What follows belongs to an exercise in optimizing a design on an open flow for small area and a short achievable clock period; a production flow would make more cautious choices. Only simulation tests tie the RTL to the original design; equivalence was not proved.

## exp/ember
// top_advanced
module top_advanced (
    input  logic        clk,
    input  logic        rst_n,
    input  logic [15:0] primary_input_a,
    input  logic [15:0] primary_input_b,
    input  logic [15:0] primary_input_c,
    input  logic [15:0] primary_input_d,
    output logic [15:0] primary_output_x,
    output logic [15:0] primary_output_y,
    output logic [15:0] primary_output_z
);
Size in the first run: roughly 110 I/O pins, ~160000 um^2 of cells after synthesis.
make LEC_CHECK=0 ABC_AREA=1 CAP_MARGIN=20 CORE_MARGIN=2 CORE_UTILIZATION=35 SETUP_SLACK_MARGIN=5 SLEW_MARGIN=20 finish   # period 55.0 ns
run.sh (not shown) runs the stock make flow with config.mk's settings and CLKGATE_MAP_FILE= SYNTH_SCRIPT=/design/flow/synth_recipe.tcl, a recipe that flattens the netlist after the stock synthesis.
exp/ember: full flow OK, the timing, design-rule and antenna checks passed
The following lists how exp/fjord was set up differently from exp/ember:
- clearing SETUP_SLACK_MARGIN, which used to be 5
Results
- Taking exp/ember as the reference, in exp/fjord first-pass GRT wire length held steady; slew of the pin with the lowest slew margin -0.0041 ns; relative area of non-clock buffer cells in the final design now sits lower.
- Compared with exp/ember, in exp/fjord via count of the first global-routing pass has remained practically unchanged; post-route worst hold slack has remained practically unchanged; post-route non-filler standard cell count has remained practically unchanged; met3 routing resource usage after global routing has remained practically unchanged.
- Sort exp/ember and exp/fjord by final critical-path required period desc -> top: exp/fjord
### exp/fjord -> exp/violet
- CTS_CLUSTER_DIAMETER newly set to 150
- SETUP_SLACK_MARGIN newly set to 14
- CTS_CLUSTER_SIZE newly set to 25
==> flow/flow/run.sh (new file) <==
#!/bin/bash
set -u
cd "$(dirname "$0")/.."
cp standard.sh standard.sh.orig.txt 2>/dev/null || true
cp config.mk config.mk.orig.txt 2>/dev/null || true
{
  echo "export SETUP_SLACK_MARGIN = ${MARGIN:-14}"
} >> config.mk
bash standard.sh > standard.log 2>&1
rc=$?
exit $rc
==> flow/standard.sh (new file) <==
#!/bin/bash
# synth_recipe.tcl (not shown) runs the flow's synth.tcl, then flattens the netlist and writes it again
# the make line also repeats each setting of config.mk as NAME=value (left out here)
make -C /OpenROAD-flow-scripts/flow DESIGN_CONFIG=/design/flow/config.mk WORK_HOME=/design/flow/orfs CLKGATE_MAP_FILE= SYNTH_SCRIPT=/design/flow/synth_recipe.tcl "${@:-finish}"
removed: flow/run.sh
## What came out
- Of exp/violet and exp/fjord, it is exp/violet that has the lower via count of the first global-routing pass.
- Compared with exp/fjord, exp/violet shows maximum number of pins on one net before global-route repair that has gone up by a few percent.
- Looking only at register-to-register slack, and setting everything else aside, the higher value of exp/violet and exp/fjord goes to exp/violet.
- Diff exp/fjord -> exp/violet: biggest cell delay along the critical path -0.27 ns; count of clock-buffer cells in the layout went down 310; routed wire length has remained practically unchanged; sequential share of layout area +0.30 points.
[inputs] exp/delta vs exp/violet
- CTS_CLUSTER_SIZE now 20, was 25
- TNS_END_PERCENT now 10, previously not set
- CTS_CLUSTER_DIAMETER now 100, was 150
- SETUP_SLACK_MARGIN now 12, was 14
==> flow/flow/run.sh <==
#!/bin/bash
set -u
cd "$(dirname "$0")/.."
cp standard.sh standard.sh.orig.txt 2>/dev/null || true
cp config.mk config.mk.orig.txt 2>/dev/null || true
{
  echo "export SETUP_SLACK_MARGIN = ${MARGIN:-12}"
} >> config.mk
bash standard.sh > standard.log 2>&1
rc=$?
exit $rc
### Flow results
- Re area after synthesis: no difference whatsoever between exp/violet and exp/delta.
- From exp/violet to exp/delta, fraction of registers with async set or reset after synthesis did not move at all.
- exp/delta: logic depth of the worst register-to-register path higher than exp/violet
- Comparing exp/delta with exp/violet, the instance count after placement with tap cells included came out essentially unchanged.
- Summary — total number of cells along the worst setup path, exp/delta relative to exp/violet: lower, by about 3.2%.
- There was hardly any difference in wire length of the first global-routing pass between exp/delta and exp/violet.
- Re critical path buffer and inverter count: exp/delta is 5 down on exp/violet.
- The worst hold slack after final layout on exp/violet is in line with that on exp/delta.

[afterwards: timing with drivers on the ports]
No port has a modelled driver above. Below, the same layouts with a new extraction and two added sets of constraints. Step 1: set_driving_cell puts a clkbuf_16 on clk and a buf_2 on each other input, an assumption about the parent block. Step 2 moves the port delays by t, midway between the first and last clock arrival at a register: inputs arrive t later, outputs are due t later. That takes back most of the time a late clock gives input paths. a / b / c = no drivers / after step 1 / after step 2; a / b = the first two.
run	shift t [ns]	setup slack, ns	worst setup path after step 2
exp/ember	1.032	6.589 / 6.559 / 6.559	input to output
exp/fjord	1.034	3.349 / 3.231 / 3.231	input to output
exp/violet	1.051	8.428 / 8.323 / 8.323	input to output
exp/delta	1.010	8.496 / 8.356 / 8.356	input to output
After both steps setup and hold are still met in every run listed. For exp/delta, which loses most, drivers alone change the setup slack by -0.140 ns; drivers and shift together by -0.140 ns.
